Context: an optimization exercise on an open-source flow, tuned for small area and a short achievable clock period. The choices shown serve that exercise and are no tape-out recipe.
At most, simulation tests tie the RTL to the original design; equivalence was not proved.
Power figures rest on the tool's default switching activity, not on a simulated workload.

## build 18
// roadrash_top
module roadrash_top (
    input         clk,
    input         reset,
    input  [5:0]  pBtns,
    input  [7:0]  duty_cycle,
    output [9:0]  bike_col_position,
    output [9:0]  left_car_row, left_car_column,
    output [9:0]  right_car_row, right_car_column,
    output [9:0]  middle_car_row, middle_car_column,
    output [2:0]  left_car_icon_num, right_car_icon_num, middle_car_icon_num,
    output [2:0]  background_num,
    output [3:0]  speed_hunds, speed_tens, speed_ones,
    output [3:0]  score_ones, score_tens, score_hunds,
    output [3:0]  score_thous, score_tenthous, score_hundthous,
    output        pwm_audio_out
    );
    localparam integer CLK_FREQUENCY_HZ = 20000;
    wire [1:0] dist_tenthous, speed_h;
    final_main #(.CLK_FREQUENCY_HZ(CLK_FREQUENCY_HZ)) CONTROLLER (
        .clk(clk), .reset(reset), .pBtns(pBtns),
        .bike_col_position(bike_col_position),
        .left_car_row(left_car_row), .left_car_column(left_car_column),
        .right_car_row(right_car_row), .right_car_column(right_car_column),
        .middle_car_row(middle_car_row), .middle_car_column(middle_car_column),
        .left_car_icon_num(left_car_icon_num), .right_car_icon_num(right_car_icon_num),
        .middle_car_icon_num(middle_car_icon_num), .background_num(background_num),
        .speed_hunds(speed_h), .speed_tens(speed_tens), .speed_ones(speed_ones),
        .dist_ones(score_ones), .dist_tens(score_tens), .dist_hunds(score_hunds),
        .dist_thous(score_thous), .dist_tenthous(dist_tenthous)
    );
    assign score_tenthous  = {2'b00, dist_tenthous};
    assign score_hundthous = 4'd0;
    assign speed_hunds = {2'b00, speed_h};
    pwm_audio #(.CLK_FREQUENCY_HZ(CLK_FREQUENCY_HZ)) AUDIO (
        .clk(clk), .reset(reset), .speed({speed_h, speed_tens, speed_ones}), .duty_cycle(duty_cycle),
        .pwm_audio_out(pwm_audio_out)
    );
endmodule
Settings: LEC_CHECK=0, ABC_AREA=1, CAP_MARGIN=20, CORE_MARGIN=2, CORE_UTILIZATION=65, CTS_BUF_LIST=sky130_fd_sc_hd__clkbuf_8, CTS_CLUSTER_SIZE=30, SLEW_MARGIN=20; clock period 80.0 ns.
standard.sh (not shown) runs the stock make flow with config.mk's settings and CLKGATE_MAP_FILE= SYNTH_SCRIPT=/design/flow/synth_recipe.tcl, a recipe that flattens the netlist after the stock synthesis.
==> flow/flow/run.sh <==
#!/bin/bash
# Layout flow: the standard flow (standard.sh) with these changes.
#  * The port buffers are sky130_fd_sc_hd__buf_1 instead of the delay cell
#    buffer_ports picks by default (the weakest buffer).
#  * repair_timing (after CTS and global routing) works to a setup margin of
#    62.75 ns, so it also shortens the slowest input and output paths.
# Floorplan, power grid, tap cells, placement, CTS and routing are ORFS's.
# Each step's full output goes to a log file in this folder.
set -euo pipefail
rm -rf scripts_area
cp -r "$FLOW_HOME/scripts" scripts_area
cp flow/abc_area.script scripts_area/abc_area.script
SCRIPTS_DIR="$PWD/scripts_area" ADDER_MAP_FILE= SYNTH_KEEP_MODULES="pwm_cmp2 pwm_cmb" \
  bash standard.sh synth > synth.log 2>&1
SETUP_SLACK_MARGIN=62.75 BUFFER_PORTS_ARGS="-buffer_cell sky130_fd_sc_hd__buf_1" \
  bash standard.sh finish > layout.log 2>&1
==> flow/flow/abc_area.script <==
strash
&get -n
&fraig -x
&put
dc2
strash
&get -n
&deepsyn -T 60
&put
strash
&get -n
&dch -f
&nf -R 1000
&put
topo
Every stage of the flow completed for build 18, and the final layout passed the timing, design-rule and antenna checks.
Input changes introduced in build 5 (baseline for comparison: build 18):
-- flow/flow/run.sh --
<<< build 18, line 5
#  * repair_timing (after CTS and global routing) works to a setup margin of
#    62.75 ns, so it also shortens the slowest input and output paths.
# Floorplan, power grid, tap cells, placement, CTS and routing are ORFS's.
>>> build 5, line 5
#  * repair_timing (after CTS and global routing) works to a setup margin of
#    62.95 ns, so it also shortens the slowest input and output paths.
# Floorplan, power grid, tap cells, placement, CTS and routing are ORFS's.
<<< build 18, line 14
  bash standard.sh synth > synth.log 2>&1
SETUP_SLACK_MARGIN=62.75 BUFFER_PORTS_ARGS="-buffer_cell sky130_fd_sc_hd__buf_1" \
  bash standard.sh finish > layout.log 2>&1
>>> build 5, line 14
  bash standard.sh synth > synth.log 2>&1
SETUP_SLACK_MARGIN=62.95 BUFFER_PORTS_ARGS="-buffer_cell sky130_fd_sc_hd__buf_1" \
  bash standard.sh finish > layout.log 2>&1
==> notes.md <==
Between build 18 and build 5, the internal power component does not differ in any meaningful way. Delta(reported clock group power, build 5 - build 18) < 0. The final reports for build 5 and build 18 show total power lower in the former. Diff build 18..build 5 | number of non-clock inverters in the layout | unchanged.
--- input diff build 5..build 45 ---
-- flow/flow/run.sh --
<<< build 5, line 5
#  * repair_timing (after CTS and global routing) works to a setup margin of
#    62.95 ns, so it also shortens the slowest input and output paths.
# Floorplan, power grid, tap cells, placement, CTS and routing are ORFS's.
>>> build 45, line 5
#  * repair_timing (after CTS and global routing) works to a setup margin of
#    62.85 ns, so it also shortens the slowest input and output paths.
# Floorplan, power grid, tap cells, placement, CTS and routing are ORFS's.
<<< build 5, line 14
  bash standard.sh synth > synth.log 2>&1
SETUP_SLACK_MARGIN=62.95 BUFFER_PORTS_ARGS="-buffer_cell sky130_fd_sc_hd__buf_1" \
  bash standard.sh finish > layout.log 2>&1
>>> build 45, line 14
  bash standard.sh synth > synth.log 2>&1
SETUP_SLACK_MARGIN=62.85 BUFFER_PORTS_ARGS="-buffer_cell sky130_fd_sc_hd__buf_1" \
  bash standard.sh finish > layout.log 2>&1
--- outcome ---
Clock slew at the register clock pins of the worst setup and hold paths: build 45 vs build 5, no meaningful difference
The flip-flop and latch share of the layout cell area on build 45 is in line with that on build 5.
In the tables for build 45 and build 5, worst setup slack reads lower with build 45.
Met1 capacity usage during global routing: build 45 > build 5
Build 45 vs build 5: total of cells resized after clock tree synthesis down
The maximum VDD drop of build 45 is lower than that of build 5.
Diff build 5 -> build 45 | filler cell count in the final layout | up by a few percent
Build 45 vs build 5 — total wire length dropped slightly
Between build 45 and build 5, the difference in hold slack is negligible.
When build 45 is measured against build 5, its post-layout instance count excluding filler cells turns out 13 lower.
Looking at design area across both flows, build 45 is the stronger of the two, with build 5 trailing.
The inputs of build 91 differ from those of build 45 as listed below.
-- flow/flow/run.sh --
<<< build 45, line 5
#  * repair_timing (after CTS and global routing) works to a setup margin of
#    62.85 ns, so it also shortens the slowest input and output paths.
# Floorplan, power grid, tap cells, placement, CTS and routing are ORFS's.
>>> build 91, line 5
#  * repair_timing (after CTS and global routing) works to a setup margin of
#    62.75 ns, so it also shortens the slowest input and output paths.
# Floorplan, power grid, tap cells, placement, CTS and routing are ORFS's.
<<< build 45, line 14
  bash standard.sh synth > synth.log 2>&1
SETUP_SLACK_MARGIN=62.85 BUFFER_PORTS_ARGS="-buffer_cell sky130_fd_sc_hd__buf_1" \
  bash standard.sh finish > layout.log 2>&1
>>> build 91, line 14
  bash standard.sh synth > synth.log 2>&1
SETUP_SLACK_MARGIN=62.75 BUFFER_PORTS_ARGS="-buffer_cell sky130_fd_sc_hd__buf_1" \
  bash standard.sh finish > layout.log 2>&1
-- flow/flow/abc_area.script --
<<< build 45, line 7
&get -n
&deepsyn -T 60
&put
>>> build 91, line 7
&get -n
&deepsyn -T 30
&put
Notes after the runs:
- Compared with build 45, in build 91 final worst-path cycle share now sits at about the same level, cell count after placement now sits higher, power now sits higher, share of post-route cells with drive strength above 1 now sits lower.
- Floorplan die height: build 91 vs build 45 up 0.64 um
- Between build 91 and build 45, it is build 91 whose data arrival time of the critical path is lower, by 16.24 ns.
- Taking build 45 as the reference, in build 91 effective utilization at floorplan has decreased; combinational group power shows a reduction of about 30%; utilization dropped 1.7 points; first-iteration DRC count dropped 32.
Function was not checked in any run of this note: the RTL went through the layout flow alone.

* * *

== purple ==
Another version of the RTL of roadrash_top (not shown whole).
Size: roughly 140 I/O pins, roughly 0.0070 mm² of cells after synthesis.
==> flow/config.mk <==
export PLATFORM = sky130hd
export DESIGN_NAME = roadrash_top
export DESIGN_NICKNAME = roadrash_top
export VERILOG_FILES = /design/flow/design.v
export SDC_FILE = /design/flow/constraint.sdc
export NUM_CORES = 4
export LEC_CHECK = 0
export ABC_AREA = 1
export CAP_MARGIN = 20
export CORE_MARGIN = 2
export CORE_UTILIZATION = 65
export CTS_BUF_LIST = sky130_fd_sc_hd__clkbuf_4 sky130_fd_sc_hd__clkbuf_8
export CTS_CLUSTER_SIZE = 30
export SLEW_MARGIN = 20
==> flow/constraint.sdc <==
create_clock -name core_clock -period 80.0 [get_ports {clk}]
set_input_delay 16.0000 -clock core_clock [delete_from_list [all_inputs] [get_ports {clk}]]
set_output_delay 16.0000 -clock core_clock [all_outputs]
set_load 0.01 [all_outputs]
==> flow/flow/run.sh <==
#!/bin/bash
# Layout flow: the standard flow (standard.sh) with these changes.
#  * The port buffers are sky130_fd_sc_hd__buf_1 instead of the delay cell
#    buffer_ports picks by default (the weakest buffer).
#  * repair_timing (after CTS and global routing) works to a setup margin of
#    62.75 ns, so it also shortens the slowest input and output paths.
# Floorplan, power grid, tap cells, placement, CTS and routing are ORFS's.
# Each step's full output goes to a log file in this folder.
set -euo pipefail
rm -rf scripts_area
cp -r "$FLOW_HOME/scripts" scripts_area
cp flow/abc_area.script scripts_area/abc_area.script
SCRIPTS_DIR="$PWD/scripts_area" ADDER_MAP_FILE= SYNTH_KEEP_MODULES="pwm_cmp2 pwm_cmb" \
  bash standard.sh synth > synth.log 2>&1
SETUP_SLACK_MARGIN=62.75 BUFFER_PORTS_ARGS="-buffer_cell sky130_fd_sc_hd__buf_1" \
  bash standard.sh finish > layout.log 2>&1
==> flow/flow/abc_area.script <==
strash
&get -n
&fraig -x
&put
dc2
strash
&get -n
&deepsyn -T 60
&put
strash
&get -n
&dch -f
&nf -R 1000
&put
topo
Input-level comparison between orange and purple:
Settings: changing CTS_BUF_LIST from sky130_fd_sc_hd__clkbuf_4 sky130_fd_sc_hd__clkbuf_8 to sky130_fd_sc_hd__clkbuf_8.
From purple to orange, total global routing track utilization did not move at all.
Reported for purple and orange, number of ordinary and repair buffers in the finished layout turned out identical to the last digit.
Reported for purple and orange, critical path depth turned out identical to the last digit.
Reported for purple and orange, cell area after placement turned out identical to the last digit.
The via total after detailed routing of orange and that of purple are within noise of each other.
Diff orange..purple | core utilization | unchanged

* * *

== before ==
Another version of the RTL of roadrash_top (not shown whole).
For scale: roughly 890 cells after synthesis, ~150 flip-flops, about 140 I/O pins, roughly 7000 sq um of cells after synthesis.
// roadrash_top
module roadrash_top (
    input         clk,
    input         reset,
    input  [5:0]  pBtns,
    input  [7:0]  duty_cycle,
    output [9:0]  bike_col_position,
    output [9:0]  left_car_row, left_car_column,
    output [9:0]  right_car_row, right_car_column,
    output [9:0]  middle_car_row, middle_car_column,
    output [2:0]  left_car_icon_num, right_car_icon_num, middle_car_icon_num,
    output [2:0]  background_num,
    output [3:0]  speed_hunds, speed_tens, speed_ones,
    output [3:0]  score_ones, score_tens, score_hunds,
    output [3:0]  score_thous, score_tenthous, score_hundthous,
    output        pwm_audio_out
    );
Settings: LEC_CHECK=0, ABC_AREA=1, CAP_MARGIN=20, CORE_MARGIN=2, CORE_UTILIZATION=80, CTS_BUF_LIST=sky130_fd_sc_hd__clkbuf_8, CTS_CLUSTER_SIZE=30, SLEW_MARGIN=20; clock period 80.0 ns.
==> flow/flow/run.sh <==
#!/bin/bash
set -euo pipefail
rm -rf scripts_area
cp -r "$FLOW_HOME/scripts" scripts_area
cp flow/abc_area.script scripts_area/abc_area.script
SCRIPTS_DIR="$PWD/scripts_area" ADDER_MAP_FILE= bash standard.sh synth > synth.log 2>&1
SETUP_SLACK_MARGIN=62.75 BUFFER_PORTS_ARGS="-buffer_cell sky130_fd_sc_hd__buf_1" bash standard.sh finish > layout.log 2>&1
==> flow/flow/abc_area.script <==
strash
&get -n
&fraig -x
&put
dc2
strash
&get -n
&deepsyn -T 30
&put
strash
&get -n
&dch -f
&nf -R 1000
&put
topo
Inputs modified between before and after:
- CORE_UTILIZATION changed from 80 to 65
- Summary — met2 routed wirelength, after relative to before: lower, by 3200 um.
- Comparing before and after, the higher worst hold slack was measured on before.
- Changes observed in after relative to before: number of cells on the worst hold path went up by 1; area fraction of clock buffers and clock inverters now sits at about the same level; cell count saw an increase.
- Part of the total power dissipated in the clock network: after vs before down 1.1 points
- Re final period demand of the worst path: after is 0.16 ns down on before.
- Run comparison: after critical path's slowest cell sky130_fd_sc_hd__dfxtp_1; before critical path's slowest cell sky130_fd_sc_hd__o21ai_1
- Taking before as the reference, in after final weighted congestion in routability-driven placement dropped about 6%; total power draw has decreased; via count of the routed design went down; switching power of the nets shrank by 2.9%.

* * *

run a:
roadrash_top, a different RTL version from the one above (not shown whole).
Size in the first run: about 980 cells after synthesis, ~7500 um^2 of cells after synthesis.
## roadrash_top
module roadrash_top (
    input         clk,
    input         reset,
    input  [5:0]  pBtns,
    input  [7:0]  duty_cycle,
    output [9:0]  bike_col_position,
    output [9:0]  left_car_row, left_car_column,
    output [9:0]  right_car_row, right_car_column,
    output [9:0]  middle_car_row, middle_car_column,
    output [2:0]  left_car_icon_num, right_car_icon_num, middle_car_icon_num,
    output [2:0]  background_num,
    output [3:0]  speed_hunds, speed_tens, speed_ones,
    output [3:0]  score_ones, score_tens, score_hunds,
    output [3:0]  score_thous, score_tenthous, score_hundthous,
    output        pwm_audio_out
    );
export LEC_CHECK = 0
export ABC_AREA = 1
export CAP_MARGIN = 20
export CORE_MARGIN = 2
export CORE_UTILIZATION = 40
export CTS_BUF_LIST = sky130_fd_sc_hd__clkbuf_8
export CTS_CLUSTER_SIZE = 30
export SLEW_MARGIN = 20
create_clock -name core_clock -period 80.0 [get_ports {clk}]
==> flow/flow/run.sh <==
#!/bin/bash
set -euo pipefail
rm -rf scripts_area
cp -r "$FLOW_HOME/scripts" scripts_area
cp flow/abc_area.script scripts_area/abc_area.script
SCRIPTS_DIR="$PWD/scripts_area" ADDER_MAP_FILE= bash standard.sh synth > synth.log 2>&1
BUFFER_PORTS_ARGS="-buffer_cell sky130_fd_sc_hd__buf_1" bash standard.sh finish > layout.log 2>&1
==> flow/flow/abc_area.script <==
strash
&get -n
&fraig -x
&put
dc2
strash
&get -n
&dch -f
&nf -R 1000
&put
topo
Inputs modified between run a and run b:
# run a
export LEC_CHECK = 0
export ABC_AREA = 1
export CAP_MARGIN = 20
export CORE_MARGIN = 2
export CORE_UTILIZATION = 40
export CTS_BUF_LIST = sky130_fd_sc_hd__clkbuf_8
export CTS_CLUSTER_SIZE = 30
export SLEW_MARGIN = 20
create_clock -name core_clock -period 80.0 [get_ports {clk}]
# run b
export LEC_CHECK = 0
export ABC_AREA = 1
export CAP_MARGIN = 20
export CORE_MARGIN = 2
export CORE_UTILIZATION = 40
export SLEW_MARGIN = 20
create_clock -name core_clock -period 80.0 [get_ports {clk}]
### Flow results
Run b finished end to end and its layout was clean on timing, DRC and antenna.
Looking at share of total power in combinational logic, run b sits 0.5 points below run a.
On cell area: between run a and run b, it ends up lower for run a.
Run b vs. run a: post-route minimum period went up 0.023 ns; arrival time at the worst endpoint held.
Taking run a as the reference, in run b core utilization has increased; hold slack has remained practically unchanged; sequential power has remained practically unchanged.

* * *

Starting RTL as in the previous note.
Design roadrash_top, start of the top module:
module roadrash_top (
    input         clk,
    input         reset,
    input  [5:0]  pBtns,
    input  [7:0]  duty_cycle,
    output [9:0]  bike_col_position,
    output [9:0]  left_car_row, left_car_column,
    output [9:0]  right_car_row, right_car_column,
    output [9:0]  middle_car_row, middle_car_column,
    output [2:0]  left_car_icon_num, right_car_icon_num, middle_car_icon_num,
    output [2:0]  background_num,
    output [3:0]  speed_hunds, speed_tens, speed_ones,
    output [3:0]  score_ones, score_tens, score_hunds,
    output [3:0]  score_thous, score_tenthous, score_hundthous,
    output        pwm_audio_out
    );
==> flow/config.mk <==
export PLATFORM = sky130hd
export DESIGN_NAME = roadrash_top
export DESIGN_NICKNAME = roadrash_top
export VERILOG_FILES = /design/flow/design.v
export SDC_FILE = /design/flow/constraint.sdc
export NUM_CORES = 4
export LEC_CHECK = 0
export ABC_AREA = 1
export CAP_MARGIN = 20
export CORE_MARGIN = 2
export CORE_UTILIZATION = 40
export CTS_BUF_LIST = sky130_fd_sc_hd__clkbuf_8
export CTS_CLUSTER_SIZE = 30
export SLEW_MARGIN = 20
==> flow/constraint.sdc <==
create_clock -name core_clock -period 80.0 [get_ports {clk}]
set_input_delay 16.0000 -clock core_clock [delete_from_list [all_inputs] [get_ports {clk}]]
set_output_delay 16.0000 -clock core_clock [all_outputs]
set_load 0.01 [all_outputs]
==> flow/flow/abc_area.script <==
strash
&get -n
&fraig -x
&put
dc2
strash
&get -n
&deepsyn -T 30
&put
strash
&get -n
&dch -f
&nf -R 1000
&put
topo
Scripts as last shown in full above: flow/flow/run.sh
Edit:
- CORE_UTILIZATION: 40 -> 65
What happened: The changed run completed without violations. Via count goes up by 3.6%. Combinational power drops by about 2%. Sequential cell count is unchanged. Area after synthesis does not change. Power falls by about 1.3%. Final area falls by about 1.5%.

separate check: timing with driven ports:
Ports are ideal in the flow. The routed layouts listed here were re-timed in OpenROAD. Step 1 sets driving cells, clkbuf_16 on the clock port and buf_2 on the other inputs (assumed; they add their load-dependent delay and slew). Step 2 times the ports against the registers' clock, not the clock port: input delays grow and output delays shrink by t, the midpoint of the rising clock arrivals with the driver on. Three values: ideal, step 1, step 2; two values: the first two.
run | t (ns) | setup WS [ns] | cell pins on the clock port's net
build 18 | 0.479 | 62.823 / 62.786 / 62.381 | 1
build 5 | 0.468 | 62.944 / 62.953 / 62.489 | 1
build 45 | 0.465 | 62.895 / 62.868 / 62.437 | 1
build 91 | 0.483 | 62.831 / 62.796 / 62.398 | 1
purple | 0.479 | 62.823 / 62.786 / 62.381 | 1
orange | 0.479 | 62.823 / 62.786 / 62.381 | 1
before | 0.488 | 62.679 / 62.695 / 62.207 | 1
after | 0.486 | 62.839 / 62.804 / 62.464 | 1
run a | 0.483 | 62.417 / 62.432 / 61.949 | 1
run b | 0.458 | 62.394 / 62.406 / 61.948 | 1
the first run of note 5 | 0.479 | 62.418 / 62.428 / 61.949 | 1
the second run of note 5 | 0.472 | 62.557 / 62.572 / 62.100 | 1
After both steps setup and hold are still met in every run listed. The setup slack of before, which loses most, moves by +0.016 ns with the drivers and by -0.472 ns with both steps.
